Source: an optimization exercise on an open RTL-to-GDS flow (aim: small area and a short achievable clock period). Production flows keep margins and buffers that such runs may drop. RTL that was checked went through simulation tests only; none was proved equivalent to the original. Function not checked in runs 2 to 7: the RTL went through the layout flow alone. Power is estimated from default activity; no workload was simulated.

### run.sh
#!/bin/bash
# synth_recipe.tcl (not shown) runs the flow's synth.tcl, then flattens the netlist and writes it again
# the make line also repeats each setting of config.mk as NAME=value (left out here)
make -C /OpenROAD-flow-scripts/flow DESIGN_CONFIG=/design/flow/config.mk WORK_HOME=/design/flow/orfs CLKGATE_MAP_FILE= SYNTH_SCRIPT=/design/flow/synth_recipe.tcl finish
### config.mk
export PLATFORM = sky130hd
export DESIGN_NAME = fifo_top
export DESIGN_NICKNAME = fifo_top
export VERILOG_FILES = /design/flow/design.v
export SDC_FILE = /design/flow/constraint.sdc
export NUM_CORES = 4
export LEC_CHECK = 0
export CAP_MARGIN = 20
export CORE_MARGIN = 2
export CORE_UTILIZATION = 40
export SLEW_MARGIN = 20
### constraint.sdc
create_clock -name core_clock -period 4.5 [get_ports {clk}]
set_input_delay 0.9000 -clock core_clock [delete_from_list [all_inputs] [get_ports {clk}]]
set_output_delay 0.9000 -clock core_clock [all_outputs]
set_load 0.01 [all_outputs]
### design.v
module fifo_top (
    input         clk,
    input         rst,         
    input  [63:0] inputs,
    input         in_vld,
    output        fifo_rdy,
    output [63:0] outputs,
    output        fifo_vld,
    input         mac_rdy
  );
  fifo #(.WORD_L(8), .DEPTH(8), .PORT_L(8)) u_fifo (
    .clk      (clk),
    .rst      (rst),
    .inputs   (inputs),
    .in_vld   (in_vld),
    .fifo_rdy (fifo_rdy),
    .outputs  (outputs),
    .fifo_vld (fifo_vld),
    .mac_rdy  (mac_rdy)
  );
endmodule

module fifo #(parameter WORD_L= 8, DEPTH= 8, PORT_L= 8) (
    input                                   clk,
    input                                   rst,
    input [PORT_L - 1 : 0] [WORD_L -1 : 0]  inputs,
    input                                   in_vld,
    output                                  fifo_rdy,
    output [PORT_L - 1 : 0] [WORD_L -1 : 0] outputs,
    output                                  fifo_vld,
    input                                   mac_rdy
  ); 
  localparam ADR_L = $clog2(DEPTH);
  logic [DEPTH - 1 : 0] [PORT_L - 1 : 0] [WORD_L - 1 : 0] fifo_reg;
  logic [ADR_L : 0]                                       wr_adr;
  logic [ADR_L : 0]                                       rd_adr;
  logic                                                   full;
  logic                                                   empty;
  logic                                                   wr_en;
  logic                                                   rd_en;
  always_comb begin
    if ((wr_adr [ADR_L - 1 : 0] == rd_adr[ADR_L - 1 : 0]) && (wr_adr[ADR_L] != rd_adr[ADR_L])) begin
      full = 1;
    end else begin
      full = 0;
    end
    if (wr_adr == rd_adr) begin
      empty = 1;
    end else begin
      empty = 0;
    end
  end
  assign fifo_rdy = ~full;
  assign fifo_vld = ~empty;
  assign wr_en    = fifo_rdy && in_vld;
  assign rd_en    = fifo_vld && mac_rdy;
  always_ff @(posedge clk) begin
    if (rst== 0) begin
      wr_adr <= '0;
      rd_adr <= '0;
    end else begin
      if (wr_en) begin
        wr_adr <= wr_adr + 1;
      end
      if (rd_en) begin
        rd_adr <= rd_adr + 1;
      end      
    end
  end
  always_ff @(posedge clk) begin
    if (rst== 0) begin
      fifo_reg <= '0;
    end else begin
      if (wr_en) begin
        fifo_reg[wr_adr[ADR_L-1 : 0]] <= inputs;
      end
    end
  end
  assign outputs = fifo_reg[rd_adr[ADR_L-1 : 0]];
endmodule
==> notes.md, run 1 <==
- HPWL after detailed placement: 33500 um
- Area growth, synth to finish: 13.9%
- Crit path capture type: primary output
- Netlist cell types: 39
- Clock Path Buffers: 3
- H-tree levels: 2
- Area share of xor/xnor cells in the synthesized design: 0.342%
- FF-to-FF End: u_fifo.fifo_reg[234]
- Setup repair after global routing missed its margin: no
- CTS tree: built
- Crit-path slowest cell: dfxtp_4
- Compound-Gate Fraction of Synth Area: 21.2%
- Fin cells: 2395
- First-pass GRT wire length: 96800 um
- Slew HR: 28.0%
- Antenna diodes: 0
- Starting DRC count in detailed routing: 1471
- Tot GR Track Use: 22.1%
- Primary FF master, synth: dfxtp_1
- Register Area: 10400 um2
- Tot Pwr: roughly 11 mW
- Crit path DAT: between 3000 and 4000 ps
- Final min period: 4020 ps
- Post-cts resize count: 0
- Port bufs: between 100 and 150
- Post-Syn Area: between 20000 and 25000 um2
- TritonCTS buffer count: 53
- Power Dens Cells: 422 nW/um2
- Hold EP: u_fifo.fifo_reg[50]
- Die Y-Extent: 238 um
- Die width: 238 um
- Most frequent cells in the layout: dfxtp_1, a32o_1, clkdlybuf4s50_1
- IO Pins: between 100 and 150
- Mapped Cells: 1696
- Post-synth EDFFs: 0
- Clock sinks: 520
- Vias in the first global route: 15746
- Synth warn: 1
- Worst path required time: 3600 ps
- Fillers: between 4000 and 5000
- Remaining DRCs: 0
- Ranking of synthesized cells by area: dfxtp_1, a32o_1, mux4_2
- Max stage delay on crit path: slightly above 600 ps
- Layout Skew: 25.2 ps
- Total die area: 56700 um2
- Pre-CTS WS: 1070 ps
- Asr flop ratio synth: 0%
- Adder-Cell Fraction of Synth Area: 0.342%
- Final wirelength: ~64000 um
- FP Rows: 85
- DP Cell Count: 2300
- Pin count of the biggest net entering global routing: 224
- Final worst-path cycle share: 89.4%
- Final Max Tran Viols: 0
- Setup bufs post-CTS: 0
- Worst-Margin Slew: 1080 ps
- Multi-input logic area: 10000 um2
- Critical path type: flop to primary output
- Startpoint Class: flop
- Synth area leader: dfxtp_1
- Yosys reg bits: 520
- Clock root cell: clkbuf_16
- Setup tns final: 0 ps
- Starting Density: 40.6%
- Sequential area share after synthesis: a little under half
- Reg2Reg Depth: 6
- Leakage: 8.35 nW
- Min-delay worst type: flop to flop
- Hold Path Origin: u_fifo.fifo_reg[50]
- Largest fanout on the critical path: 22
- Post-synthesis simple-gate area fraction: 4.25%
- Crit-path cells: buf_4 -> mux4_2 -> mux2_2 -> clkdlybuf4s50_1
- Share of synthesized area spent on multiplexers: about a fifth
- Post-place instance area: 23300 um2
- Vias: between 15000 and 20000
- Via-to-Cell Ratio: 6.54
- R2r setup slk: 1330 ps
- FF-to-FF Start: u_fifo.rd_adr[1]
- Mapped Nets: 1770
- Synth top area share: 47.4%
- Worst path buffer plus inverter count: 2
- Worst setup margin: ~480 ps
- Status: finished clean
- Leading cell type in the layout, fill and taps excluded: dfxtp_1
- Setup violators final: 0
- Initial antenna violation count: 2
- Max reg flops: around 510
- WL/cell: roughly 27 um
- Avg Inst Size Synth: 12.9 um2
- Clock Latency Late Sink: about 610 ps
- Fraction of layout cells with a size suffix above 1: 19.9%
- Fin area: approximately 25000 um2
- DRT Pass-1 Iters: 7
- Clock transition at path regs: 60 ps
- Global route overflow: 0
- Fin. Hold Viols: 0
- Worst IR Drop VDD: about 0.00031 V
- Routability cong.: 0.745
- Main combinational cell family by area after synthesis: compound AO/OA/AOI/OAI gates
- Hold depth: 2
- Core Box Area: 54000 um2
- Antenna viol nets, final: 0
- Hold buffers post-CTS: 0
- Top cell family by delay on the critical path: buffers and inverters
- Maxcap violations: 0
- Nets: 1736
- Max frequency: around 250 MHz
worst max-delay path by stage:
stage	from	end	slack [ps]	depth (start not counted)
2_1_floorplan	u_fifo.rd_adr[0]	outputs[0]	1880	5
3_3_place_gp	u_fifo.rd_adr[0]	outputs[24]	1090	4
3_5_place_dp	u_fifo.rd_adr[0]	outputs[22]	1070	4
4_1_cts	u_fifo.rd_adr[0]	outputs[22]	400	4
5_1_grt	u_fifo.rd_adr[0]	outputs[16]	310	4
6_report	u_fifo.rd_adr[0]	outputs[22]	480	4
synthesized netlist by cell type, drive strengths merged, types with 2 or more instances:
cell	n
o21ai	4
buf	178
xnor2	4
a31oi	3
a32o	384
inv	8
nand3b	63
mux4	128
nor3	2
or3	2
and3	9
nand4	3
mux2i	65
and3b	2
a41oi	4
a21oi	3
nand3	5
mux2	64
xor2	2
ha	6
and2	3
clkbuf	91
dfxtp	520
a22o	64
nor2	2
nand2	70
per-stage QoR:
stage / hold WS (ps) / utilization [%]
global placement: 439 / 43.0
global route: 463 / 46.2
floorplan: 432 / -
finish: 457 / 46.2
detailed placement: 448 / 43.0
CTS: 458 / 46.1
cell families (layout without fill, tap and decap cells):
logic type,after synthesis,in the layout
flip-flops,520,520
AO/OA/AOI/OAI,466,466
buffers and inverters,277,280
multiplexers,257,257
AND/OR/NAND/NOR,164,164
adder cells (fa/ha/maj),6,6
XOR/XNOR,6,6
layer usage:
metal | track usage, % | part of all wire (%) | vias up
met5 | 0 | 0.047 | -
met4 | 4.89 | 1.7 | 4
met3 | 4.36 | 6.8 | 104
met2 | 36.8 | 48 | 556
met1 | 29.6 | 43 | 8216
li1 | - | - | 6774
layout make-up:
class                           count  share of cell area, %
Tap cell                          696                   3.49
Inverter                            8                  0.120
Timing Repair Buffer              180                   8.05
Sequential cell                   520                   41.7
Clock inverter                     10                  0.431
Clock buffer                       82                   6.15
Multi-Input combinational cell    899                   40.1
tightest hold or removal path: stages (launching register included):
cell     delay [ps]
dfxtp_1         310
nand2_1          50
mux2i_1          50
power breakdown:
group,internal [mW],total (mW),switching (mW)
registers,4.71,4.81,0.100
clock network,2.40,4.22,1.82
logic,0.642,1.51,0.867
==> run 2, diff against run 1 <==
==> design.v (replaced) <==
module fifo_top (
    input         clk,
    input         rst,         
    input  [63:0] inputs,
    input         in_vld,
    output        fifo_rdy,
    output [63:0] outputs,
    output        fifo_vld,
    input         mac_rdy
  );
  fifo #(.WORD_L(8), .DEPTH(8), .PORT_L(8)) u_fifo (
    .clk      (clk),
    .rst      (rst),
    .inputs   (inputs),
    .in_vld   (in_vld),
    .fifo_rdy (fifo_rdy),
    .outputs  (outputs),
    .fifo_vld (fifo_vld),
    .mac_rdy  (mac_rdy)
  );
endmodule

module fifo #(parameter WORD_L= 8, DEPTH= 8, PORT_L= 8) (
    input                                   clk,
    input                                   rst,
    input [PORT_L - 1 : 0] [WORD_L -1 : 0]  inputs,
    input                                   in_vld,
    output                                  fifo_rdy,
    output [PORT_L - 1 : 0] [WORD_L -1 : 0] outputs,
    output                                  fifo_vld,
    input                                   mac_rdy
  );
  localparam W   = PORT_L * WORD_L;
  localparam M   = DEPTH - 1;               
  localparam CNT = $clog2(DEPTH + 1);
  logic [M-1:0][W-1:0] mem;
  logic [W-1:0]        out_q;
  logic [M-1:0]        wr_oh;               
  logic [M-1:0]        rd_oh;               
  logic [M-1:0]        we_q;                
  logic [CNT-1:0]      count;
  logic                vld_q;               
  logic                rdy_q;               
  logic                two_q;               
  logic                wr_en, rd_en, load, to_mem, from_mem;
  logic [CNT-1:0]      count_n;
  logic [M-1:0]        wr_oh_n, rd_oh_n;
  logic [W-1:0]        head;
  assign fifo_rdy = rdy_q;
  assign fifo_vld = vld_q;
  assign outputs  = out_q;
  assign wr_en    = in_vld  & rdy_q;
  assign rd_en    = mac_rdy & vld_q;
  assign load     = mac_rdy | ~vld_q;
  assign from_mem = load & two_q;           
  assign to_mem   = wr_en & (two_q | (vld_q & ~mac_rdy));
  assign count_n  = count + CNT'(wr_en) - CNT'(rd_en);
  assign wr_oh_n  = to_mem   ? {wr_oh[M-2:0], wr_oh[M-1]} : wr_oh;
  assign rd_oh_n  = from_mem ? {rd_oh[M-2:0], rd_oh[M-1]} : rd_oh;
  always_ff @(posedge clk) begin
    if (!rst) begin
      count <= '0;
      vld_q <= 1'b0;
      rdy_q <= 1'b1;
      two_q <= 1'b0;
      wr_oh <= M'(1);
      rd_oh <= M'(1);
      we_q  <= M'(1);
    end else begin
      count <= count_n;
      vld_q <= count_n != 0;
      rdy_q <= count_n != CNT'(DEPTH);
      two_q <= count_n > 1;
      wr_oh <= wr_oh_n;
      rd_oh <= rd_oh_n;
      we_q  <= (count_n != CNT'(DEPTH)) ? wr_oh_n : '0;
    end
  end
  always_comb begin
    head = '0;
    for (int k = 0; k < M; k++)
      head = head | (mem[k] & {W{rd_oh[k]}});
  end
  always_ff @(posedge clk) begin
    for (int k = 0; k < M; k++)
      if (we_q[k]) mem[k] <= inputs;
    if (load) out_q <= two_q ? head : inputs;
  end
endmodule
==> run 2 against run 1 <==
Non-clock buffer count down 34. Final cell count shrank 25%. Hold slack better by 73 ps. Critical endpoint is now u_fifo.we_q[0]. Critical path type is now input port to flop. Design area is 7.9% lower. Still clean on timing, DRC and antenna.
==> notes.md, run 2 <==
- Status: finished clean (unchanged)
- TritonCTS buffer count: 54 (was 53)
- DP Cell Count: 1695 (was 2300)
- Multi-input logic area: 2920 um2 (was 10000 um2)
- Largest fanout on the critical path: 8 (was 22)
- Setup repair after global routing missed its margin: no (unchanged)
- HPWL after detailed placement: 20800 um (was 33500 um)
- Clock Path Buffers: 3 (unchanged)
- Total die area: 49700 um2 (was 56700 um2)
- Sequential area share after synthesis: 83.1% (was 47.4%)
- Final Max Tran Viols: 0 (unchanged)
- Fin area: 23000 um2 (was 25000 um2)
- Vias: 10208 (was 15654)
- Max frequency: 346 MHz (was 249 MHz)
- Worst setup margin: 1610 ps (was 479 ps)
- Leading cell type in the layout, fill and taps excluded: edfxtp_1 (was dfxtp_1)
- Port bufs: 133 (unchanged)
- Clock sinks: 540 (was 520)
- Tot GR Track Use: 17.7% (was 22.1%)
- Post-Syn Area: 19200 um2 (was 21900 um2)
- Fin cells: 1799 (was 2395)
- Crit path capture type: flop (was primary output)
- Asr flop ratio synth: 0% (unchanged)
- CP most frequent cell: ha_1
- Synth top area share: 80.1% (was 47.4%)
- Worst IR Drop VDD: 0.000254 V (was 0.000312 V)
- Starting Density: 40.3% (was 40.6%)
- Final worst-path cycle share: 64.2% (was 89.4%)
- Core Box Area: 47500 um2 (was 54000 um2)
- Clock transition at path regs: 60 ps (about the same)
- Remaining DRCs: 0 (unchanged)
- Synth warn: 1 (unchanged)
- Most instantiated cells after synthesis: edfxtp_1, a22oi_1, nor2_1 (was dfxtp_1, a32o_1, mux4_2)
- Setup tns final: 0 ps (unchanged)
- Final min period: 2890 ps (was 4020 ps)
- Worst-Margin Slew: 1080 ps (about the same)
- Power Dens Cells: 613 nW/um2 (was 422 nW/um2)
- Global route overflow: 0 (unchanged)
- Startpoint Class: input port (was flop)
- Starting DRC count in detailed routing: 984 (was 1471)
- Register Area: 16000 um2 (was 10400 um2)
- H-tree levels: 2 (unchanged)
- Nets: 1210 (was 1736)
- Mapped Nets: 1074 (was 1770)
- Antenna viol nets, final: 0 (unchanged)
- Leakage: 7.18 nW (was 8.35 nW)
- Netlist cell types: 32 (was 39)
- Maxcap violations: 0 (unchanged)
- Crit-path cells: clkdlybuf4s50_1 -> and2_2 -> ha_1 -> inv_1 -> ha_1 -> fa_1 -> xor2_1 -> nor3_2 -> nor3b_4 -> o21ai_1 (was buf_4 -> mux4_2 -> mux2_2 -> clkdlybuf4s50_1)
- Setup bufs post-CTS: 0 (unchanged)
- Fillers: 3883 (was 4820)
- Routability cong.: 0.694 (was 0.745)
- Vias in the first global route: 10404 (was 15746)
- Hold buffers post-CTS: 0 (unchanged)
- Slew HR: 27.8% (was 28.0%)
- Area growth, synth to finish: 20.0% (was 13.9%)
- IO Pins: 134 (unchanged)
- Synth area leader: edfxtp_1 (was dfxtp_1)
- Max reg flops: 448 (was 512)
- Reg2Reg Depth: 9 (was 6)
- Crit-path slowest cell: clkdlybuf4s50_1 (was dfxtp_4)
- Initial antenna violation count: 6 (was 2)
- Min-delay worst type: flop to flop (unchanged)
- Yosys reg bits: 540 (was 520)
- Fin. Hold Viols: 0 (unchanged)
- Clock Latency Late Sink: 590 ps (was 610 ps)
- Setup violators final: 0 (unchanged)
- Most frequent cells in the layout: edfxtp_1, clkdlybuf4s50_1, a22oi_1 (was dfxtp_1, a32o_1, clkdlybuf4s50_1)
- Final Hold Slack: 529 ps (was 457 ps)
- First-pass GRT wire length: 66000 um (was 96800 um)
- FP Rows: 80 (was 85)
- Clock root cell: clkbuf_16 (unchanged)
- Count leader, synth: edfxtp_1 (was dfxtp_1)
- Final wirelength: 44000 um (was 64100 um)
- Avg Inst Size Synth: 19.2 um2 (was 12.9 um2)
- Post-cts resize count: 0 (unchanged)
- Via-to-Cell Ratio: 5.67 (was 6.54)
- Crit path DAT: 3320 ps (was 3120 ps)
- WL/cell: 24.4 um (was 26.7 um)
- Worst path required time: 4930 ps (was 3600 ps)
- Post-synth EDFFs: 512 (was 0)
- Hold depth: 2 (unchanged)
- Ranking of synthesized cells by area: edfxtp_1, a22oi_1, a222oi_1 (was dfxtp_1, a32o_1, mux4_2)
- Die width: 223 um (was 238 um)
- Pre-CTS WS: 1010 ps (was 1070 ps)
- Pin count of the biggest net entering global routing: 88 (was 224)
- Layout Skew: 14.7 ps (was 25.2 ps)
- DRT Pass-1 Iters: 5 (was 7)
- Mapped Cells: 1001 (was 1696)
- Die Y-Extent: 223 um (was 238 um)
- Fraction of layout cells with a size suffix above 1: 9.98% (was 19.9%)
- CTS tree: built (unchanged)
- Max stage delay on crit path: 460 ps (was 620 ps)
- Critical path type: input port to flop (was flop to primary output)
- Primary FF master, synth: edfxtp_1 (was dfxtp_1)
- Post-place instance area: 21100 um2 (was 23300 um2)
[run 2: changes by cell type in the layout (fill, tap and decap cells not counted), sizes merged, moves of 58 or more]
cell / delta
a32o: -384
nor2: +63
dfxtp: -492
a222oi: +64
edfxtp: +512
nand2: -60
a22oi: +128
a41oi: +60
a22o: -64
mux2i: -58
nand3b: -63
mux4: -128
mux2: -64
[run 2: final cells by class]
class	instances	share of cell area [%]
diodes	2	0.0217
clock buffers	68	6.42
clock inverters	33	1.69
inverters	6	0.109
multi-input cells	389	12.7
flip-flops and latches	540	69.5
well taps	615	3.34
repair buffers	146	6.26
[run 2: kinds of logic (layout without fill, tap and decap cells)]
family | after synthesis | after routing | synth area share, %
DFF | 540 | 540 | 83.1
AOI/OAI and AO/OA | 268 | 268 | 11.7
and+or+nand+nor | 107 | 107 | 2.64
buffers and inverters | 72 | 253 | 1.73
muxes | 7 | 7 | 0.365
adders and majority gates | 5 | 5 | 0.365
xor gates and xnor gates | 2 | 2 | 0.0913
other | 0 | 2 | 0
[run 2: worst paths after layout]
| path | from | endpoint | slack (ps) |
|---|---|---|---|
| worst min register to register | u_fifo.wr_oh[6] | u_fifo.wr_oh[0] | 530 |
| worst max-delay path | mac_rdy | u_fifo.we_q[0] | 1610 |
| worst min-delay path | u_fifo.wr_oh[6] | u_fifo.wr_oh[0] | 530 |
| worst max register to register | u_fifo.vld_q | u_fifo.we_q[0] | 2110 |
[run 2: report_power, final]
group	internal (mW)	switching, mW	leakage [nW]
registers	6.50	0.732	5.01
clock network	2.83	1.82	0.925
logic	1.14	1.10	1.25
total	10.5	3.65	7.18
[run 2: layer usage]
layer / up-vias / share of wire, % / wire [um] / track usage (%)
met3: 55 / 8.9 / 3920 / 3.56
li1: 4541 / - / - / -
met2: 439 / 46 / 20400 / 28.0
met5: - / 0.11 / 49 / 0
met1: 5165 / 43 / 18800 / 25.2
met4: 8 / 1.7 / 726 / 4.78
[run 2: per-stage QoR]
stage	power, mW	util, %
after CTS	14.3	48.4
after floorplan	8.25	-
final	14.1	48.4
after detailed placement	9.59	44.4
after global placement	9.56	44.4
after global routing	14.7	48.4
[run 2: worst max-delay path, delay by kind of cell]
family          cells  cell delay [ps]
fa+ha+maj           3              880
simple gates        3              760
buf+inv             2              500
xor+xnor            1              180
compound gates      1              110
==> run 3, diff against run 2 <==
==> design.v (replaced) <==
module fifo_top (
    input         clk,
    input         rst,         
    input  [63:0] inputs,
    input         in_vld,
    output        fifo_rdy,
    output [63:0] outputs,
    output        fifo_vld,
    input         mac_rdy
  );
  fifo #(.WORD_L(8), .DEPTH(8), .PORT_L(8)) u_fifo (
    .clk      (clk),
    .rst      (rst),
    .inputs   (inputs),
    .in_vld   (in_vld),
    .fifo_rdy (fifo_rdy),
    .outputs  (outputs),
    .fifo_vld (fifo_vld),
    .mac_rdy  (mac_rdy)
  );
endmodule

module fifo #(parameter WORD_L= 8, DEPTH= 8, PORT_L= 8) (
    input                                   clk,
    input                                   rst,
    input [PORT_L - 1 : 0] [WORD_L -1 : 0]  inputs,
    input                                   in_vld,
    output                                  fifo_rdy,
    output [PORT_L - 1 : 0] [WORD_L -1 : 0] outputs,
    output                                  fifo_vld,
    input                                   mac_rdy
  );
  localparam W = PORT_L * WORD_L;
  localparam M = DEPTH - 1;                 
  logic [M-1:0][W-1:0] mem;
  logic [W-1:0]        out_q;
  logic [M-1:0]        wr_oh;               
  logic [M-1:0]        rd_oh;               
  logic [DEPTH-1:0]    lvl;                 
  logic                rdy_q;               
  logic                wr_en, rd_en, inc, dec, load, to_mem, from_mem;
  logic [DEPTH-1:0]    lvl_n;
  logic [W-1:0]        head;
  assign fifo_rdy = rdy_q;
  assign fifo_vld = lvl[0];
  assign outputs  = out_q;
  assign wr_en    = in_vld  & rdy_q;
  assign rd_en    = mac_rdy & lvl[0];
  assign inc      = wr_en & ~rd_en;
  assign dec      = rd_en & ~wr_en;
  assign load     = mac_rdy | ~lvl[0];
  assign from_mem = mac_rdy & lvl[1];       
  assign to_mem   = wr_en & (lvl[1] | (lvl[0] & ~mac_rdy));
  always_comb begin
    for (int i = 0; i < DEPTH; i++) begin
      if (inc)      lvl_n[i] = (i == 0) ? 1'b1 : lvl[i-1];
      else if (dec) lvl_n[i] = (i == DEPTH-1) ? 1'b0 : lvl[i+1];
      else          lvl_n[i] = lvl[i];
    end
  end
  always_ff @(posedge clk) begin
    if (!rst) begin
      lvl   <= '0;
      rdy_q <= 1'b1;
      wr_oh <= M'(1);
      rd_oh <= M'(1);
    end else begin
      lvl   <= lvl_n;
      rdy_q <= ~lvl_n[DEPTH-1];
      if (to_mem)   wr_oh <= {wr_oh[M-2:0], wr_oh[M-1]};
      if (from_mem) rd_oh <= {rd_oh[M-2:0], rd_oh[M-1]};
    end
  end
  always_comb begin
    head = '0;
    for (int k = 0; k < M; k++)
      head = head | (mem[k] & {W{rd_oh[k]}});
  end
  always_ff @(posedge clk) begin
    for (int k = 0; k < M; k++)
      if (wr_oh[k] & rdy_q) mem[k] <= inputs;
    if (load) out_q <= lvl[1] ? head : inputs;
  end
endmodule
--- a/config.mk
+++ b/config.mk
@@ -9,3 +9,5 @@
 export CORE_MARGIN = 2
-export CORE_UTILIZATION = 40
+export CORE_UTILIZATION = 60
+export CTS_BUF_LIST = sky130_fd_sc_hd__clkbuf_8
+export SETUP_SLACK_MARGIN = 2.8
 export SLEW_MARGIN = 20
==> run 3 against run 2 <==
Still clean on timing, DRC and antenna. Synthesized area is 1.1% higher. Via count grew 9.5%. Final cell count shrank 6.6%. Sequential share of layout area up 0.28 points. Die area down 32%. Critical path type is now flop to primary output. Highest routed layer unchanged.
==> notes.md, run 3 <==
- Vias in the first global route: 11055 (was 10404)
- Crit path DAT: 1190 ps (was 3320 ps)
- Final min period: 2090 ps (was 2890 ps)
- Initial antenna violation count: 2 (was 6)
- Post-synth EDFFs: 512 (unchanged)
- Starting DRC count in detailed routing: 1554 (was 984)
- Hold buffers post-CTS: 0 (unchanged)
- Core Box Area: 31700 um2 (was 47500 um2)
- Worst path buffer plus inverter count: 1 (was 2)
- Post-Syn Area: 19400 um2 (was 19200 um2)
- Antenna diodes: 0 (was 2)
- Die width: 184 um (was 223 um)
- Mapped Cells: 1010 (was 1001)
- Setup violators final: 0 (unchanged)
- Crit path capture type: primary output (was flop)
- Maxcap violations: 0 (unchanged)
- Status: finished clean (unchanged)
- Die Y-Extent: 184 um (was 223 um)
- FP Rows: 65 (was 80)
- Remaining DRCs: 0 (unchanged)
- Setup tns final: 0 ps (unchanged)
- HPWL after detailed placement: 19500 um (was 20800 um)
- Pin count of the biggest net entering global routing: 43 (was 88)
- Synth area leader: edfxtp_1 (unchanged)
- CTS tree: built (unchanged)
- Asr flop ratio synth: 0% (unchanged)
- Via-to-Cell Ratio: 6.66 (was 5.67)
- First-pass GRT wire length: 71900 um (was 66000 um)
- Main combinational cell family by area after synthesis: compound AO/OA/AOI/OAI gates (unchanged)
- Final wirelength: 51000 um (was 44000 um)
- Synth warn: 1 (unchanged)
- Crit-path slowest cell: edfxtp_1 (was clkdlybuf4s50_1)
- Worst setup margin: 2410 ps (was 1610 ps)
- Worst path required time: 3600 ps (was 4930 ps)
- Largest fanout on the critical path: 1 (was 8)
- Fin. Hold Viols: 0 (unchanged)
- Sequential area share after synthesis: 81.6% (was 83.1%)
- IO Pins: 134 (unchanged)
- Fraction of layout cells with a size suffix above 1: 22.4% (was 9.98%)
- Clock Latency Late Sink: 600 ps (was 590 ps)
- Final Max Tran Viols: 0 (unchanged)
- Most frequent cells in the layout: edfxtp_1, clkbuf_8 (was edfxtp_1, clkdlybuf4s50_1, a22oi_1)
- Port bufs: 133 (unchanged)
- Area share of xor/xnor cells in the synthesized design: 0% (was 0.0913%)
- Fin area: 22800 um2 (was 23000 um2)
- Final Hold Slack: 532 ps (was 529 ps)
- Total die area: 33800 um2 (was 49700 um2)
- Share of synthesized area spent on multiplexers: 0.671% (was 0.365%)
- Netlist cell types: 26 (was 32)
- Max reg flops: 448 (unchanged)
- Yosys reg bits: 535 (was 540)
- Final worst-path cycle share: 46.5% (was 64.2%)
- Nets: 1285 (was 1210)
- Ranking of synthesized cells by area: edfxtp_1, a222oi_1, a221oi_2 (was edfxtp_1, a22oi_1, a222oi_1)
- Pre-CTS WS: 1500 ps (was 1010 ps)
- R2r setup slk: 2700 ps (was 2110 ps)
- Routability cong.: 0.699 (was 0.694)
- Leading cell type in the layout, fill and taps excluded: edfxtp_1 (unchanged)
- Starting Density: 61.2% (was 40.3%)
- Global route overflow: 0 (unchanged)
- Most instantiated cells after synthesis: edfxtp_1, a222oi_1, a22o_1, a31oi_1, nor2_1 (was edfxtp_1, a22oi_1, nor2_1)
- Post-place instance area: 21000 um2 (was 21100 um2)
- Clock Path Buffers: 3 (unchanged)
- Count leader, synth: edfxtp_1 (unchanged)
- Leakage: 7.71 nW (was 7.18 nW)
- Adder-Cell Fraction of Synth Area: 0.129% (was 0.365%)
- Compound-Gate Fraction of Synth Area: 12.9% (was 11.7%)
- Critical path type: flop to primary output (was input port to flop)
- H-tree levels: 3 (was 2)
- Startpoint Class: flop (was input port)
- Power Dens Cells: 428 nW/um2 (was 613 nW/um2)
- Top cell family by delay on the critical path: flip-flops (was adder cells)
- Worst-Margin Slew: 887 ps (was 1080 ps)
- Clock root cell: clkbuf_8 (was clkbuf_16)
- TritonCTS buffer count: 83 (was 54)
- Post-synthesis simple-gate area fraction: 2.58% (was 2.64%)
- Antenna viol nets, final: 0 (unchanged)
- Layout Skew: 21.2 ps (was 14.7 ps)
- Max stage delay on crit path: 430 ps (was 460 ps)
- WL/cell: 30.4 um (was 24.4 um)
- DRT Pass-1 Iters: 6 (was 5)
- Setup repair after global routing missed its margin: yes (was no)
- Avg Inst Size Synth: 19.2 um2 (about the same)
- Vias: 11182 (was 10208)
- Primary FF master, synth: edfxtp_1 (unchanged)
- Slew HR: 40.9% (was 27.8%)
- Mapped Nets: 1080 (was 1074)
- Worst IR Drop VDD: 0.000243 V (was 0.000254 V)
- Min-delay worst type: flop to flop (unchanged)
- Synth top area share: 79.2% (was 80.1%)
- Clock sinks: 535 (was 540)
- Tot GR Track Use: 29.8% (was 17.7%)
- Area growth, synth to finish: 17.2% (was 20.0%)
- Max frequency: 478 MHz (was 346 MHz)
- Clock transition at path regs: 60 ps (about the same)
- Crit-path cells: buf_2 (was clkdlybuf4s50_1 -> and2_2 -> ha_1 -> inv_1 -> ha_1 -> fa_1 -> xor2_1 -> nor3_2 -> nor3b_4 -> o21ai_1)
run 3: cell types whose count changed after synthesis, moves of 14 or more:
cell	delta
a221oi_1	+26
a221oi_2	+38
a22o_1	+64
a22oi_1	-128
a31oi_1	+64
a41oi_1	-64
buf_2	-14
nand2_1	+15
run 3: cell families (layout without fill, tap and decap cells):
family                     Yosys count  after routing
AOI/OAI and AO/OA                  271            271
DFF                                535            535
and+or+nand+nor                    116            130
adders and majority gates            2              2
muxes                               13             13
buffers and inverters               73            327
run 3: where the power goes:
part | internal [mW] | switching (mW)
Combinational | 0.198 | 0.278
Clock | 1.77 | 1.82
Sequential | 5.61 | 0.0556
run 3: worst paths after layout:
kind,start,end,cells past startpoint
min,u_fifo.lvl[7],u_fifo.rdy_q,3
max reg2reg,u_fifo.rdy_q,u_fifo.mem[198],3
max,u_fifo.out_q[2],outputs[2],1
min reg2reg,u_fifo.lvl[7],u_fifo.rdy_q,3
run 3: layout make-up:
class / instances / area [um2]
flip-flops and latches: 535 / 15900
clock inverters: 62 / 260
well taps: 402 / 503
clock buffers: 86 / 1180
multi-input cells: 416 / 3320
fillers: 2027 / 8970
repair buffers: 176 / 1600
inverters: 3 / 11.3
run 3: metal layers:
| layer | vias up | wire (um) | track usage (%) |
|---|---|---|---|
| met5 | - | 26 | 0 |
| met4 | 4 | 962 | 7.97 |
| met3 | 77 | 5500 | 5.31 |
| met2 | 690 | 24100 | 47.4 |
| met1 | 5660 | 20400 | 43.6 |
| li1 | 4751 | - | - |
run 3: timing repair:
action | CTS | global route
cloned | 11 | 3
pin swaps | 1 | 2
setup buffers | 21 | 9
gates resized for setup | 290 | 9
endpoints found under the setup margin | 566 | 175
run 3: through the flow:
stage	power (mW)	instances	utilization, %
6_report	9.73	1680	71.7
5_1_grt	10.1	1680	71.7
4_1_cts	9.76	1668	71.2
3_5_place_dp	6.26	1488	66.2
3_3_place_gp	6.25	1488	66.2
2_1_floorplan	5.96	1010	-
==> run 4, diff against run 3 <==
--- a/config.mk
+++ b/config.mk
@@ -9,5 +9,3 @@
 export CORE_MARGIN = 2
-export CORE_UTILIZATION = 60
-export CTS_BUF_LIST = sky130_fd_sc_hd__clkbuf_8
-export SETUP_SLACK_MARGIN = 2.8
+export CORE_UTILIZATION = 40
 export SLEW_MARGIN = 20
==> run 4 against run 3 <==
Worst setup slack worse by 510 ps. First-iteration DRC count shrank 32%. Still clean on timing, DRC and antenna. Design area up 0.42%. Global-route usage fell by 13 points. Power is 5.5% higher. Largest cell class unchanged. Largest power group unchanged. Sequential share of layout area down 0.32 points. Combinational power decreased by 2%.
==> notes.md, run 4 <==
- Most frequent cells in the layout: edfxtp_1, clkdlybuf4s50_1 (was edfxtp_1, clkbuf_8)
- Vias: 10142 (was 11182)
- Synth warn: 1 (unchanged)
- Power Dens Cells: 449 nW/um2 (was 428 nW/um2)
- Area share of xor/xnor cells in the synthesized design: 0% (unchanged)
- Clock sinks: 535 (unchanged)
- Pin count of the biggest net entering global routing: 75 (was 43)
- H-tree levels: 2 (was 3)
- Fin area: 22800 um2 (about the same)
- Worst path required time: 3600 ps (about the same)
- Clock transition at path regs: 60 ps (about the same)
- Met1 Track Usage GR: 23.3% (was 43.6%)
- Antenna viol nets, final: 0 (unchanged)
- Mapped Cells: 1010 (unchanged)
- Tot GR Track Use: 17.3% (was 29.8%)
- Met3 Use GR: 3.71% (was 5.31%)
- Max stage delay on crit path: 630 ps (was 430 ps)
- Crit-path slowest cell: clkdlybuf4s50_1 (was edfxtp_1)
- Most instantiated cells after synthesis: edfxtp_1, a222oi_1, a22o_1, a31oi_1, nor2_1 (unchanged)
- Final worst-path cycle share: 57.9% (was 46.5%)
- WL/cell: 24.5 um (was 30.4 um)
- Clock Path Buffers: 3 (unchanged)
- Starting DRC count in detailed routing: 1064 (was 1554)
- Die width: 224 um (was 184 um)
- Tot Pwr: 10.3 mW (was 9.73 mW)
- TritonCTS buffer count: 52 (was 83)
- Primary FF master, synth: edfxtp_1 (unchanged)
- Fin. Hold Viols: 0 (unchanged)
- Largest fanout on the critical path: 9 (was 1)
- Worst path buffer plus inverter count: 1 (unchanged)
- Synth area leader: edfxtp_1 (unchanged)
- Worst-Margin Slew: 1120 ps (was 887 ps)
- Min-delay worst type: flop to flop (unchanged)
- Fraction of layout cells with a size suffix above 1: 11.3% (was 22.4%)
- Nets: 1208 (was 1285)
- Avg Inst Size Synth: 19.2 um2 (unchanged)
- HPWL after detailed placement: 21300 um (was 19500 um)
- Status: finished clean (unchanged)
- Worst setup margin: 1890 ps (was 2410 ps)
- Routability cong.: 0.702 (was 0.699)
- Layout Skew: 13.8 ps (was 21.2 ps)
- Slew HR: 25.0% (was 40.9%)
- Final Max Tran Viols: 0 (unchanged)
- Final min period: 2610 ps (was 2090 ps)
- Post-Syn Area: 19400 um2 (unchanged)
- Final wirelength: 44000 um (was 51000 um)
- Critical path type: flop to primary output (unchanged)
- Netlist cell types: 26 (unchanged)
- Crit-path cells: clkdlybuf4s50_1 (was buf_2)
- Synth top area share: 79.2% (unchanged)
- Starting Density: 40.6% (was 61.2%)
- Port bufs: 133 (unchanged)
- Post-cts resize count: 0 (was 290)
- Max reg flops: 448 (unchanged)
- Clock Latency Late Sink: 570 ps (was 600 ps)
- IO Pins: 134 (unchanged)
- Hold buffers post-CTS: 0 (unchanged)
- Sequential area share after synthesis: 81.6% (unchanged)
- Crit path DAT: 1710 ps (was 1190 ps)
- Leakage: 7.31 nW (was 7.71 nW)
- Multi-input logic area: 3170 um2 (was 3320 um2)
- Leading cell type in the layout, fill and taps excluded: edfxtp_1 (unchanged)
- Setup bufs post-CTS: 0 (was 21)
- Final design utilization: 47.7% (was 71.7%)
- CTS tree: built (unchanged)
- Adder-Cell Fraction of Synth Area: 0.129% (unchanged)
- Yosys reg bits: 535 (unchanged)
- Mapped Nets: 1080 (unchanged)
- Die Y-Extent: 224 um (was 184 um)
- Met2 usage: 28.8% (was 47.4%)
- Fillers: 3932 (was 2027)
- Pre-CTS WS: 1750 ps (was 1500 ps)
- Vias in the first global route: 10281 (was 11055)
- Global route overflow: 0 (unchanged)
- Initial antenna violation count: 7 (was 2)
- Post-synthesis simple-gate area fraction: 2.58% (unchanged)
- Via-to-Cell Ratio: 5.66 (was 6.66)
- Max frequency: 384 MHz (was 478 MHz)
- Setup violators final: 0 (unchanged)
- FP Rows: 80 (was 65)
- Ranking of synthesized cells by area: edfxtp_1, a222oi_1, a221oi_2 (unchanged)
- Clock root cell: clkbuf_16 (was clkbuf_8)
- Antenna diodes: 0 (unchanged)
- Top cell family by delay on the critical path: buffers and inverters (was flip-flops)
- Post-synth EDFFs: 512 (unchanged)
- Area growth, synth to finish: 17.7% (was 17.2%)
- Count leader, synth: edfxtp_1 (unchanged)
- Register Area: 15900 um2 (about the same)
- Setup repair after global routing missed its margin: no (was yes)
- First-pass GRT wire length: 64700 um (was 71900 um)
- Compound-Gate Fraction of Synth Area: 12.9% (unchanged)
- Share of synthesized area spent on multiplexers: 0.671% (unchanged)
- GRT busiest layer: met2 (unchanged)
- Remaining DRCs: 0 (unchanged)
- Maxcap violations: 0 (unchanged)
- Startpoint Class: flop (unchanged)
- Crit path capture type: primary output (unchanged)
- Asr flop ratio synth: 0% (unchanged)
- Core Box Area: 47800 um2 (was 31700 um2)
- Total die area: 50300 um2 (was 33800 um2)
- Setup tns final: 0 ps (unchanged)
- DRT Pass-1 Iters: 6 (unchanged)
- Main combinational cell family by area after synthesis: compound AO/OA/AOI/OAI gates (unchanged)
- Worst IR Drop VDD: 0.000265 V (was 0.000243 V)
- Post-place instance area: 21300 um2 (was 21000 um2)
-- run 4: changes by cell type in the layout (fill, tap and decap cells not counted), moves of 3 or more --
cell	delta
clkbuf_8	-86
clkbuf_16	+53
buf_2	-61
buf_6	-14
inv_1	-35
bufinv_16	+3
clkinv_1	-3
buf_16	-6
buf_4	-12
clkbuf_1	+15
and2_2	-11
buf_12	-5
clkdlybuf4s50_1	+69
-- run 4: stage by stage --
step | hold slack (ps) | std cells
final | 476 | 1793
after CTS | 478 | 1793
after detailed placement | 469 | 1699
after global placement | 460 | 1699
after floorplan | 444 | 1010
after global routing | 512 | 1793
-- run 4: cells by family (layout without fill, tap and decap cells) --
group,count (synthesis),in the layout
AOI/OAI and AO/OA,271,271
adders and majority gates,2,2
buffers and inverters,73,241
DFF,535,535
muxes,13,13
and+or+nand+nor,116,116
-- run 4: cell type report --
type                            instances  area share [%]
Sequential cell                       535            69.4
Multi-Input combinational cell        402            13.9
Timing Repair Buffer                  144            6.30
Clock buffer                           68            6.05
Tap cell                              615            3.37
Clock inverter                         26           0.909
Inverter                                3          0.0493
-- run 4: report_power, final --
group / switching [mW] / total (mW) / internal [mW] / leakage, nW
combinational: 0.237 / 0.468 / 0.231 / 1.55
clock: 1.78 / 4.11 / 2.33 / 0.777
sequential: 0.0728 / 5.69 / 5.61 / 4.98
total: 2.09 / 10.3 / 8.18 / 7.31
-- run 4: layer usage --
metal | vias to the layer above | routed length [um]
li1 | 4544 | -
met1 | 5159 | 18900
met2 | 346 | 21100
met3 | 79 | 3070
met4 | 14 | 808
met5 | - | 101
-- run 4: path summary, 6_finish.rpt --
path | startpoint | endpoint | slack (ps) | cells after the start
hold / removal | u_fifo.wr_oh[0] | u_fifo.wr_oh[1] | 480 | 2
setup / recovery | u_fifo.rdy_q | fifo_rdy | 1890 | 1
hold reg to reg | u_fifo.wr_oh[0] | u_fifo.wr_oh[1] | 480 | 2
setup reg to reg | u_fifo.rdy_q | u_fifo.mem[105] | 2360 | 2
==> run 5, diff against run 4 <==
==> flow/run.sh (new file) <==
#!/bin/bash
# Standard layout with two changes: port buffers are buf_2 cells (not the
# slow clkdlybuf4s50_1 buffer_ports picks by default) and the clock tree is
# built from fewer, larger sink clusters without dummy loads.
set -euo pipefail
bash standard.sh \
  "BUFFER_PORTS_ARGS=-buffer_cell sky130_fd_sc_hd__buf_2" \
  "CTS_ARGS=-sink_clustering_enable -repair_clock_nets -buf_list sky130_fd_sc_hd__clkbuf_16 -sink_clustering_size 20 -sink_clustering_max_diameter 50 -dont_use_dummy_load" \
  finish > standard.log 2>&1
==> standard.sh (new file) <==
#!/bin/bash
# synth_recipe.tcl (not shown) runs the flow's synth.tcl, then flattens the netlist and writes it again
# the make line also repeats each setting of config.mk as NAME=value (left out here)
make -C /OpenROAD-flow-scripts/flow DESIGN_CONFIG=/design/flow/config.mk WORK_HOME=/design/flow/orfs CLKGATE_MAP_FILE= SYNTH_SCRIPT=/design/flow/synth_recipe.tcl "${@:-finish}"
--- a/config.mk
+++ b/config.mk
@@ -9,3 +9,4 @@
 export CORE_MARGIN = 2
-export CORE_UTILIZATION = 40
+export CORE_UTILIZATION = 60
+export SETUP_SLACK_MARGIN = 2.8
 export SLEW_MARGIN = 20
removed: run.sh
==> run 5 against run 4 <==
Power decreased by 10%. Critical path depth unchanged. Sequential share of layout area increased by 2.7 points. Synthesized cell count unchanged. Register-to-register slack improved by 360 ps. Clock power decreased by 24%. Design area decreased by 3.7%. Non-clock buffer count increased by 33. Highest routed layer unchanged. Utilization increased by 22 points. Largest cell class unchanged. Global-route usage increased by 11 points. Via count increased by 4.7%. Hold slack improved by 58 ps.
==> notes.md, run 5 <==
- Final worst-path cycle share: 46.3% (was 57.9%)
- Switch share: 19.9% (was 20.3%)
- Remaining DRCs: 0 (unchanged)
- Core Box Area: 31700 um2 (was 47800 um2)
- Layout Skew: 44.2 ps (was 13.8 ps)
- Synth area leader: edfxtp_1 (unchanged)
- Netlist cell types: 26 (unchanged)
- Worst path buffer plus inverter count: 1 (unchanged)
- Power Dens Cells: 419 nW/um2 (was 449 nW/um2)
- Status: finished clean (unchanged)
- Routability cong.: 0.700 (was 0.702)
- Vias in the first global route: 10188 (was 10281)
- Via-to-Cell Ratio: 6.74 (was 5.66)
- Crit-path cells: buf_2 (was clkdlybuf4s50_1)
- Clock Latency Late Sink: 540 ps (was 570 ps)
- Post-Syn Area: 19400 um2 (unchanged)
- Starting Density: 61.2% (was 40.6%)
- P_sw: 1.83 mW (was 2.09 mW)
- Nets: 1243 (was 1208)
- Asr flop ratio synth: 0% (unchanged)
- Die width: 184 um (was 224 um)
- Antenna viol nets, final: 0 (unchanged)
- Port bufs: 133 (unchanged)
- Cell Int Power: 7.38 mW (was 8.18 mW)
- Mapped Cells: 1010 (unchanged)
- Fillers: 2066 (was 3932)
- Global route overflow: 0 (unchanged)
- Worst path required time: 3600 ps (about the same)
- Total die area: 33800 um2 (was 50300 um2)
- Logic pwr share: 4.7% (was 4.6%)
- Avg Inst Size Synth: 19.2 um2 (unchanged)
- DP Cell Count: 1486 (was 1699)
- Leakage: 7.32 nW (was 7.31 nW)
- Top cell family by delay on the critical path: flip-flops (was buffers and inverters)
- Clock Path Buffers: 3 (unchanged)
- Largest fanout on the critical path: 1 (was 9)
- Most frequent cells in the layout: edfxtp_1, buf_2 (was edfxtp_1, clkdlybuf4s50_1)
- WL/cell: 30.6 um (was 24.5 um)
- Sequential power share: 61.5% (was 55.4%)
- Crit-path slowest cell: edfxtp_1 (was clkdlybuf4s50_1)
- Count leader, synth: edfxtp_1 (unchanged)
- Min-delay worst type: flop to flop (unchanged)
- Ranking of synthesized cells by area: edfxtp_1, a222oi_1, a221oi_2 (unchanged)
- Clk network pwr share: 33.7% (was 40.0%)
- Mapped Nets: 1080 (unchanged)
- Worst IR Drop VDD: 0.000417 V (was 0.000265 V)
- DRT Pass-1 Iters: 7 (was 6)
- Initial antenna violation count: 3 (was 7)
- Vias: 10616 (was 10142)
- Startpoint Class: flop (unchanged)
- Leading cell type in the layout, fill and taps excluded: edfxtp_1 (unchanged)
- FP Rows: 65 (was 80)
- Crit path capture type: primary output (unchanged)
- Setup repair after global routing missed its margin: yes (was no)
- Critical path type: flop to primary output (unchanged)
- Final min period: 2080 ps (was 2610 ps)
- TritonCTS buffer count: 41 (was 52)
- Clock transition at path regs: 80 ps (was 60 ps)
- Final Hold Slack: 535 ps (was 476 ps)
- Sequential area share after synthesis: 81.6% (unchanged)
- Post-synth EDFFs: 512 (unchanged)
- Fraction of layout cells with a size suffix above 1: 25.0% (was 11.3%)
- Clock sinks: 535 (unchanged)
- Area growth, synth to finish: 13.4% (was 17.7%)
- Crit path DAT: 1180 ps (was 1710 ps)
- CTS tree: built (unchanged)
- Most instantiated cells after synthesis: edfxtp_1, a222oi_1, a22o_1, a31oi_1, nor2_1 (unchanged)
- Yosys reg bits: 535 (unchanged)
- Fin cells: 1576 (was 1793)
- Primary FF master, synth: edfxtp_1 (unchanged)
- Pin count of the biggest net entering global routing: 93 (was 75)
- Setup violators final: 0 (unchanged)
- Tot GR Track Use: 28.2% (was 17.3%)
- H-tree levels: 2 (unchanged)
- Clock root cell: clkbuf_16 (unchanged)
- First-pass GRT wire length: 68200 um (was 64700 um)
- Setup tns final: 0 ps (unchanged)
- HPWL after detailed placement: 19100 um (was 21300 um)
- Die Y-Extent: 184 um (was 224 um)
- Worst-Margin Slew: 754 ps (was 1120 ps)
- Synth warn: 1 (unchanged)
- Max stage delay on crit path: 460 ps (was 630 ps)
- Max frequency: 480 MHz (was 384 MHz)
- Slew HR: 49.7% (was 25.0%)
- Final wirelength: 48200 um (was 44000 um)
- Synth top area share: 79.2% (unchanged)
- Final Max Tran Viols: 0 (unchanged)
- Maxcap violations: 0 (unchanged)
- Max reg flops: 448 (unchanged)
- Fin. Hold Viols: 0 (unchanged)
- Starting DRC count in detailed routing: 1500 (was 1064)
- IO Pins: 134 (unchanged)
-- run 5: cell count changes in the layout (fill, tap and decap cells not counted), sizes merged --
cell | previous run | this run
inv | 6 | 3
clkbuf | 68 | 42
bufinv | 3 | 0
diode | 0 | 3
clkinvlp | 1 | 0
clkinv | 19 | 0
clkdlybuf4s50 | 133 | 0
buf | 11 | 176
and2 | 14 | 25
nand2b | 3 | 5
-- run 5: cell type report --
class,instances,area [um2],share of cell area [%]
inverters,3,11.3,0.0512
diodes,3,7.51,0.0341
clock buffers,41,1030,4.66
flip-flops and latches,535,15900,72.1
well taps,402,503,2.29
multi-input cells,415,3310,15.1
repair buffers,177,1270,5.77
-- run 5: cell families (layout without fill, tap and decap cells) --
group	count (synthesis)	count (layout)	synth area share (%)
flops	535	535	81.6
simple gates	116	129	2.58
compound gates	271	271	12.9
mux	13	13	0.671
other cells	0	3	0
fa+ha+maj	2	2	0.129
buf+inv	73	221	2.14
-- run 5: final timing paths --
check | start | slack [ps] | endpoint | depth (start not counted)
hold reg to reg | u_fifo.wr_oh[6] | 530 | u_fifo.wr_oh[6] | 2
setup / recovery | u_fifo.out_q[5] | 2420 | outputs[5] | 1
hold / removal | u_fifo.wr_oh[6] | 530 | u_fifo.wr_oh[6] | 2
setup reg to reg | u_fifo.rdy_q | 2720 | u_fifo.mem[205] | 3
-- run 5: power groups by stage --
stage	combinational (mW)	sequential (mW)	clock (mW)
3_3_place_gp	0.378	5.78	0
2_1_floorplan	0.172	5.79	0
5_1_grt	0.476	5.67	3.33
6_report	0.437	5.67	3.11
4_1_cts	0.421	5.67	3.16
3_5_place_dp	0.387	5.78	0
-- run 5: metal layers --
| metal | up-vias | GRT usage [%] | wire length, um |
|---|---|---|---|
| li1 | 4606 | - | - |
| met1 | 5431 | 41.2 | 19700 |
| met2 | 519 | 45.0 | 23200 |
| met3 | 58 | 4.97 | 4470 |
| met4 | 2 | 6.85 | 838 |
| met5 | - | 0 | 11 |
-- run 5: stage by stage --
stage	utilization, %	power (mW)	worst slack, ps	area, um2
6_report	69.4	9.21	2420	22000
5_1_grt	69.4	9.48	2390	22000
4_1_cts	68.5	9.24	2420	21700
3_5_place_dp	64.1	6.17	1810	20300
3_3_place_gp	64.1	6.16	1840	20300
2_1_floorplan	-	5.96	2410	19500
-- run 5: what timing repair did --
item,4_1_cts,5_1_grt
setup endpoints to repair,384,208
hold buffers,0,0
pin swaps,7,1
resized for setup,16,13
buffers inserted,13,20
gates cloned,11,2
==> run 6, diff against run 5 <==
--- a/design.v
+++ b/design.v
@@ -76,3 +76,3 @@
     for (int k = 0; k < M; k++)
-      head = head | (mem[k] & {W{rd_oh[k]}});
+      head = head | (mem[k] & {W{from_mem & rd_oh[k]}});
   end
@@ -81,4 +81,7 @@
       if (wr_oh[k] & rdy_q) mem[k] <= inputs;
-    if (load) out_q <= lvl[1] ? head : inputs;
   end
+  always_ff @(posedge clk)
+    out_q <= (out_q  & {W{~load}})
+           | (inputs & {W{load & ~lvl[1]}})
+           | head;
 endmodule
==> run 6 against run 5 <==
Still clean. Count of clock-buffer cells in the layout down 1. Combinational power up 82%. Power up 2.9%. First-iteration DRC count down 29%. Via count up 7.5%. Clock power down 1%. Design area up 5.1%. Sequential power down 1%. Register-to-register slack better by 100 ps. Global-route usage down 1.0 points. Hold slack worse by 64 ps. Die area up 1.3%. Critical endpoint is now outputs[43]. Largest power group unchanged. Highest routed layer unchanged.
==> notes.md, run 6 <==
- Total die area: 34200 um2 (was 33800 um2)
- Layout Skew: 33.8 ps (was 44.2 ps)
- Post-Syn Area: 19700 um2 (was 19400 um2)
- Netlist cell types: 27 (was 26)
- Via-to-Cell Ratio: 6.39 (was 6.74)
- Fraction of layout cells with a size suffix above 1: 32.4% (was 25.0%)
- Antenna viol nets, final: 0 (unchanged)
- Met3 Use GR: 4.09% (was 4.97%)
- Yosys reg bits: 535 (unchanged)
- Pre-CTS WS: 1810 ps (about the same)
- Crit-path slowest cell: dfxtp_4 (was edfxtp_1)
- Die Y-Extent: 185 um (was 184 um)
- Initial antenna violation count: 4 (was 3)
- Crit-path cells: buf_6 (was buf_2)
- Tot Pwr: 9.48 mW (was 9.21 mW)
- Area growth, synth to finish: 17.5% (was 13.4%)
- Vias in the first global route: 11153 (was 10188)
- Die width: 185 um (was 184 um)
- WL/cell: 27.0 um (was 30.6 um)
- Final Max Tran Viols: 0 (unchanged)
- Final min period: 1920 ps (was 2080 ps)
- Pin count of the biggest net entering global routing: 47 (was 93)
- Remaining DRCs: 0 (unchanged)
- First-pass GRT wire length: 68300 um (was 68200 um)
- Top cell family by delay on the critical path: flip-flops (unchanged)
- Port bufs: 133 (unchanged)
- Setup violators final: 0 (unchanged)
- H-tree levels: 2 (unchanged)
- Final worst-path cycle share: 42.6% (was 46.3%)
- Setup tns final: 0 ps (unchanged)
- Routability cong.: 0.707 (was 0.700)
- Leakage: 7.97 nW (was 7.32 nW)
- Leading cell type in the layout, fill and taps excluded: edfxtp_1 (unchanged)
- Final Hold Slack: 470 ps (was 535 ps)
- Met1 Track Usage GR: 36.1% (was 41.2%)
- Synth top area share: 68.4% (was 79.2%)
- Mapped Cells: 1148 (was 1010)
- Final wirelength: 48200 um (about the same)
- Asr flop ratio synth: 0% (unchanged)
- Fin. Hold Viols: 0 (unchanged)
- Critical path type: flop to primary output (unchanged)
- Fin cells: 1786 (was 1576)
- Starting Density: 60.8% (was 61.2%)
- Vias: 11408 (was 10616)
- DRT Pass-1 Iters: 5 (was 7)
- Min-delay worst type: flop to flop (unchanged)
- Synth warn: 1 (unchanged)
- Clock transition at path regs: 70 ps (was 80 ps)
- HPWL after detailed placement: 22100 um (was 19100 um)
- Nets: 1413 (was 1243)
- TritonCTS buffer count: 40 (was 41)
- Worst path buffer plus inverter count: 1 (unchanged)
- Largest fanout on the critical path: 2 (was 1)
- Slew HR: 54.1% (was 49.7%)
- Sequential area share after synthesis: 77.3% (was 81.6%)
- Maxcap violations: 0 (unchanged)
- Worst path required time: 3600 ps (about the same)
- Max stage delay on crit path: 360 ps (was 460 ps)
- Synth area leader: edfxtp_1 (unchanged)
- Mapped Nets: 1218 (was 1080)
- Count leader, synth: edfxtp_1 (unchanged)
- Status: finished clean (unchanged)
- CTS tree: built (unchanged)
- Avg Inst Size Synth: 17.1 um2 (was 19.2 um2)
- Startpoint Class: flop (unchanged)
- Max frequency: 522 MHz (was 480 MHz)
- Post-synth EDFFs: 448 (was 512)
- Most instantiated cells after synthesis: edfxtp_1, a22oi_1, dfxtp_1 (was edfxtp_1, a222oi_1, a22o_1, a31oi_1, nor2_1)
- Clock sinks: 535 (unchanged)
- Clock root cell: clkbuf_16 (unchanged)
- FP Rows: 66 (was 65)
- Starting DRC count in detailed routing: 1070 (was 1500)
- GRT busiest layer: met2 (unchanged)
- Clock Path Buffers: 3 (unchanged)
- Tot GR Track Use: 27.2% (was 28.2%)
- Crit path capture type: primary output (unchanged)
- Clock Latency Late Sink: 530 ps (was 540 ps)
- Setup repair after global routing missed its margin: yes (unchanged)
- Primary FF master, synth: edfxtp_1 (unchanged)
- Power Dens Cells: 410 nW/um2 (was 419 nW/um2)
- Worst IR Drop VDD: 0.000326 V (was 0.000417 V)
- Max reg flops: 448 (unchanged)
- IO Pins: 134 (unchanged)
- Ranking of synthesized cells by area: edfxtp_1, dfxtp_1, a22oi_1 (was edfxtp_1, a222oi_1, a221oi_2)
- Worst-Margin Slew: 689 ps (was 754 ps)
- Core Box Area: 32400 um2 (was 31700 um2)
- Met2 usage: 47.4% (was 45.0%)
- Worst setup margin: 2580 ps (was 2420 ps)
- Global route overflow: 0 (unchanged)
- Most frequent cells in the layout: edfxtp_1, a22oi_1, nand2_1 (was edfxtp_1, buf_2)
- Hold buffers post-CTS: 0 (unchanged)
- Crit path DAT: 1020 ps (was 1180 ps)
- DP Cell Count: 1662 (was 1486)
## run 6: cell count changes after synthesis, moves of 61 or more
cell / delta
a22oi_1: +128
a22o_1: -64
nor3b_1: +61
a222oi_1: -64
nor2_1: -64
edfxtp_1: -64
dfxtp_1: +64
a31oi_1: -64
## run 6: report_power, final
part / internal, mW / switching (mW) / leakage (nW)
logic: 0.410 / 0.385 / 2.61
clock network: 1.57 / 1.50 / 0.493
registers: 5.53 / 0.0847 / 4.86
## run 6: metrics by stage
stage               area, um2  utilization (%)
floorplan               19800                -
global placement        20700             64.1
CTS                     22900             70.7
finish                  23100             71.4
global route            23100             71.4
detailed placement      20800             64.2
## run 6: worst paths after layout
path                    startpoint               to  slack (ps)  depth (start not counted)
setup / recovery  u_fifo.out_q[43]      outputs[43]        2580                          1
hold / removal     u_fifo.mem[385]  u_fifo.out_q[1]         470                          2
setup reg to reg   u_fifo.wr_oh[4]  u_fifo.mem[285]        2820                          2
hold reg to reg    u_fifo.mem[385]  u_fifo.out_q[1]         470                          2
## run 6: cell families (layout without fill, tap and decap cells)
kind of cell	Yosys count	count (layout)	synth area share [%]
muxes	13	13	0.662
AOI/OAI and AO/OA	336	336	14.6
other	0	3	0
adders and majority gates	2	2	0.127
buffers and inverters	85	266	2.30
and+or+nand+nor	177	189	5.07
DFF	535	535	77.3
## run 6: repair_timing
| action | CTS | global route |
|---|---|---|
| setup endpoints to repair | 436 | 246 |
| gates resized for setup | 165 | 14 |
| buffers inserted | 60 | 7 |
| pin swaps | 8 | 1 |
| gates cloned | 8 | 6 |
## run 6: final cells by class
type                       count  area, um2
sequential                   535      15300
fill                        2183       9250
multi-input combinational    540       4240
timing repair buffer         223       2000
clock buffer                  40       1000
tap                          442        553
inverter                       3       11.3
antenna                        3       7.51
## run 6: layer usage
layer / up-vias / share of wire [%] / wire (um)
li1: 5055 / - / -
met1: 5888 / 41 / 19900
met2: 394 / 50 / 24200
met3: 69 / 6.0 / 2880
met4: 2 / 2.5 / 1210
met5: - / 0.027 / 13
==> run 7, diff against run 6 <==
--- a/design.v
+++ b/design.v
@@ -76,3 +76,3 @@
     for (int k = 0; k < M; k++)
-      head = head | (mem[k] & {W{from_mem & rd_oh[k]}});
+      head = head | (mem[k] & {W{rd_oh[k]}});
   end
@@ -81,7 +81,4 @@
       if (wr_oh[k] & rdy_q) mem[k] <= inputs;
+    if (load) out_q <= lvl[1] ? head : inputs;
   end
-  always_ff @(posedge clk)
-    out_q <= (out_q  & {W{~load}})
-           | (inputs & {W{load & ~lvl[1]}})
-           | head;
 endmodule
--- a/flow/run.sh
+++ b/flow/run.sh
@@ -7,3 +7,3 @@
   "BUFFER_PORTS_ARGS=-buffer_cell sky130_fd_sc_hd__buf_2" \
-  "CTS_ARGS=-sink_clustering_enable -repair_clock_nets -buf_list sky130_fd_sc_hd__clkbuf_16 -sink_clustering_size 20 -sink_clustering_max_diameter 50 -dont_use_dummy_load" \
+  "CTS_ARGS=-sink_clustering_enable -repair_clock_nets -buf_list {sky130_fd_sc_hd__clkbuf_8 sky130_fd_sc_hd__clkbuf_16} -sink_clustering_size 12 -sink_clustering_max_diameter 40 -dont_use_dummy_load" \
   finish > standard.log 2>&1
==> run 7 against run 6 <==
Critical path type unchanged. First-iteration DRC count increased by 28%. Die area decreased by 1.3%. Sequential cell count unchanged. Non-clock buffer count decreased by 53. Largest cell class unchanged. Sequential share of layout area increased by 4.7 points. Via count decreased by 5.5%.
==> notes.md, run 7 <==
- Most instantiated cells after synthesis: edfxtp_1, a222oi_1, a22o_1, a31oi_1, nor2_1 (was edfxtp_1, a22oi_1, dfxtp_1)
- Top cell family by delay on the critical path: flip-flops (unchanged)
- Fin cells: 1584 (was 1786)
- Switch share: 19.7% (was 20.8%)
- Clock Latency Late Sink: 580 ps (was 530 ps)
- Asr flop ratio synth: 0% (unchanged)
- Routability cong.: 0.700 (was 0.707)
- Max stage delay on crit path: 450 ps (was 360 ps)
- Crit-path cells: buf_2 (was buf_6)
- Max frequency: 483 MHz (was 522 MHz)
- Final wirelength: 48600 um (was 48200 um)
- Final min period: 2070 ps (was 1920 ps)
- FP Rows: 65 (was 66)
- Worst setup margin: 2430 ps (was 2580 ps)
- Via-to-Cell Ratio: 6.80 (was 6.39)
- Tot GR Track Use: 27.5% (was 27.2%)
- Cell Int Power: 8.02 mW (was 7.51 mW)
- Setup tns final: 0 ps (unchanged)
- Min-delay worst type: flop to flop (unchanged)
- Antenna viol nets, final: 0 (unchanged)
- Yosys reg bits: 535 (unchanged)
- IO Pins: 134 (unchanged)
- Clock transition at path regs: 50 ps (was 70 ps)
- Avg Inst Size Synth: 19.2 um2 (was 17.1 um2)
- HPWL after detailed placement: 19100 um (was 22100 um)
- Global route overflow: 0 (unchanged)
- Vias: 10775 (was 11408)
- Hold buffers post-CTS: 0 (unchanged)
- Synth area leader: edfxtp_1 (unchanged)
- Sequential area share after synthesis: 81.6% (was 77.3%)
- Post-Syn Area: 19400 um2 (was 19700 um2)
- Primary FF master, synth: edfxtp_1 (unchanged)
- GRT busiest layer: met2 (unchanged)
- Status: finished clean (unchanged)
- Remaining DRCs: 0 (unchanged)
- First-pass GRT wire length: 67200 um (was 68300 um)
- Synth top area share: 79.2% (was 68.4%)
- Die width: 184 um (was 185 um)
- Met1 Track Usage GR: 40.6% (was 36.1%)
- DP Cell Count: 1486 (was 1662)
- Starting Density: 61.2% (was 60.8%)
- Most frequent cells in the layout: edfxtp_1, buf_2 (was edfxtp_1, a22oi_1, nand2_1)
- Fraction of layout cells with a size suffix above 1: 25.7% (was 32.4%)
- Setup repair after global routing missed its margin: yes (unchanged)
- Worst path required time: 3600 ps (about the same)
- Worst-Margin Slew: 790 ps (was 689 ps)
- Area growth, synth to finish: 15.3% (was 17.5%)
- Antenna diodes: 0 (was 3)
- H-tree levels: 2 (unchanged)
- Fin. Hold Viols: 0 (unchanged)
- Ranking of synthesized cells by area: edfxtp_1, a222oi_1, a221oi_2 (was edfxtp_1, dfxtp_1, a22oi_1)
- Power Dens Cells: 447 nW/um2 (was 410 nW/um2)
- Slew HR: 47.3% (was 54.1%)
- Crit path DAT: 1170 ps (was 1020 ps)
- Final design utilization: 70.5% (was 71.4%)
- Layout Skew: 50.3 ps (was 33.8 ps)
- Core Box Area: 31700 um2 (was 32400 um2)
- P_sw: 1.97 mW (about the same)
- Sequential power share: 56.8% (was 59.2%)
- Clock root cell: clkbuf_16 (unchanged)
- Leading cell type in the layout, fill and taps excluded: edfxtp_1 (unchanged)
- Final Max Tran Viols: 0 (unchanged)
- Vias in the first global route: 10290 (was 11153)
- Port bufs: 133 (unchanged)
- Mapped Cells: 1010 (was 1148)
- Mapped Nets: 1080 (was 1218)
- Largest fanout on the critical path: 1 (was 2)
- Setup violators final: 0 (unchanged)
- CTS tree: built (unchanged)
- Clock sinks: 535 (unchanged)
- Clk network pwr share: 38.8% (was 32.4%)
- Max reg flops: 448 (unchanged)
- Tot Pwr: 9.99 mW (was 9.48 mW)
- Pin count of the biggest net entering global routing: 93 (was 47)
- Critical path type: flop to primary output (unchanged)
- Startpoint Class: flop (unchanged)
- Starting DRC count in detailed routing: 1374 (was 1070)
- Met2 usage: 43.7% (was 47.4%)
- Pre-CTS WS: 1810 ps (about the same)
- Crit-path slowest cell: edfxtp_1 (was dfxtp_4)
- TritonCTS buffer count: 58 (was 40)
- Maxcap violations: 0 (unchanged)
- WL/cell: 30.7 um (was 27.0 um)
- Total die area: 33800 um2 (was 34200 um2)
- Clock Path Buffers: 3 (unchanged)
- Count leader, synth: edfxtp_1 (unchanged)
- Final worst-path cycle share: 46.0% (was 42.6%)
- DRT Pass-1 Iters: 7 (was 5)
- Netlist cell types: 26 (was 27)
- Worst IR Drop VDD: 0.000379 V (was 0.000326 V)
- Initial antenna violation count: 2 (was 4)
- Crit path capture type: primary output (unchanged)
- Post-synth EDFFs: 512 (was 448)
- Fillers: 2020 (was 2183)
- Worst path buffer plus inverter count: 1 (unchanged)
- Nets: 1254 (was 1413)
- Met3 Use GR: 4.89% (was 4.09%)
- Die Y-Extent: 184 um (was 185 um)
- Synth warn: 1 (unchanged)
- Logic pwr share: 4.4% (was 8.4%)
- Leakage: 7.50 nW (was 7.97 nW)
[run 7: path summary, 6_finish.rpt]
| check | from | endpoint | slack [ps] | cells past startpoint |
|---|---|---|---|---|
| setup / recovery | u_fifo.out_q[5] | outputs[5] | 2430 | 1 |
| hold / removal | u_fifo.wr_oh[3] | u_fifo.wr_oh[4] | 520 | 2 |
| setup reg to reg | u_fifo.rdy_q | u_fifo.mem[220] | 2730 | 3 |
| hold reg to reg | u_fifo.wr_oh[3] | u_fifo.wr_oh[4] | 520 | 2 |
[run 7: layer usage]
| metal | part of all wire, % | up-vias |
|---|---|---|
| li1 | - | 4639 |
| met1 | 41 | 5469 |
| met2 | 47 | 586 |
| met3 | 9.5 | 77 |
| met4 | 1.7 | 4 |
| met5 | 0.058 | - |
[run 7: stage by stage]
| stage | cell area [um2] | hold WS (ps) |
|---|---|---|
| 6_report | 22400 | 517 |
| 5_1_grt | 22400 | 540 |
| 3_3_place_gp | 20300 | 462 |
| 4_1_cts | 22100 | 515 |
| 3_5_place_dp | 20300 | 466 |
| 2_1_floorplan | 19500 | 449 |
[run 7: timing repair]
action | 4_1_cts | 5_1_grt
pin swaps | 7 | 0
gates cloned | 12 | 2
gates resized for setup | 16 | 20
endpoints found under the setup margin | 406 | 278
buffers inserted | 12 | 14
[run 7: cell families after synthesis]
family / after synthesis / share of synthesized area (%)
buf+inv: 73 / 2.14
mux: 13 / 0.671
compound gates: 271 / 12.9
fa+ha+maj: 2 / 0.129
simple gates: 116 / 2.58
flops: 535 / 81.6
[run 7: area by class of cell]
type | count | area (um2) | area share [%]
multi-input combinational | 416 | 3320 | 14.8
inverter | 3 | 11.3 | 0.0503
timing repair buffer | 170 | 1220 | 5.45
clock buffer | 58 | 1450 | 6.49
tap | 402 | 503 | 2.25
sequential | 535 | 15900 | 70.9
[run 7: power groups by stage]
stage	logic, mW	clock network (mW)	registers [mW]
finish	0.439	3.88	5.67
global placement	0.378	0	5.78
CTS	0.414	3.92	5.68
floorplan	0.172	0	5.79
global route	0.476	4.13	5.68
detailed placement	0.387	0	5.78
[run 7: worst register-to-register path: cells and delay by family, from the launching register on]
| kind | cells | cell delay, ps |
|---|---|---|
| buf+inv | 2 | 530 |
| flops | 1 | 370 |
| simple gates | 1 | 480 |

## what the ideal ports hide
In the flow no input, the clock included, has a driving cell. The finished layouts below were timed again as built, in two steps. Step 1, drivers: a clkbuf_16 drives clk and a buf_2 each remaining input, both assumed. Step 2 moves the port delays by t, midway between the first and last clock arrival at a register: inputs arrive t later, outputs are due t later. That takes back most of the time a late clock gives input paths. a / b / c = ideal ports / drivers / drivers and shift; a / b = the first two.
run | t (ns) | setup slack, ns | worst data-port slew with drivers (ns)
run 1 | 0.657 | 0.479 / 0.424 / 1.082 | 0.09
run 2 | 0.638 | 1.610 / 1.646 / 1.008 | 0.09
run 3 | 0.643 | 2.406 / 2.356 / 2.248 | 0.09
run 4 | 0.624 | 1.895 / 1.839 / 1.731 | 0.09
run 5 | 0.573 | 2.418 / 2.368 / 2.262 | 0.08
run 6 | 0.575 | 2.583 / 2.529 / 2.330 | 0.08
run 7 | 0.605 | 2.431 / 2.379 / 2.267 | 0.08
After both steps setup and hold are still met in every run listed. The setup slack of run 2, which loses most, moves by +0.036 ns with the drivers and by -0.602 ns with both steps.
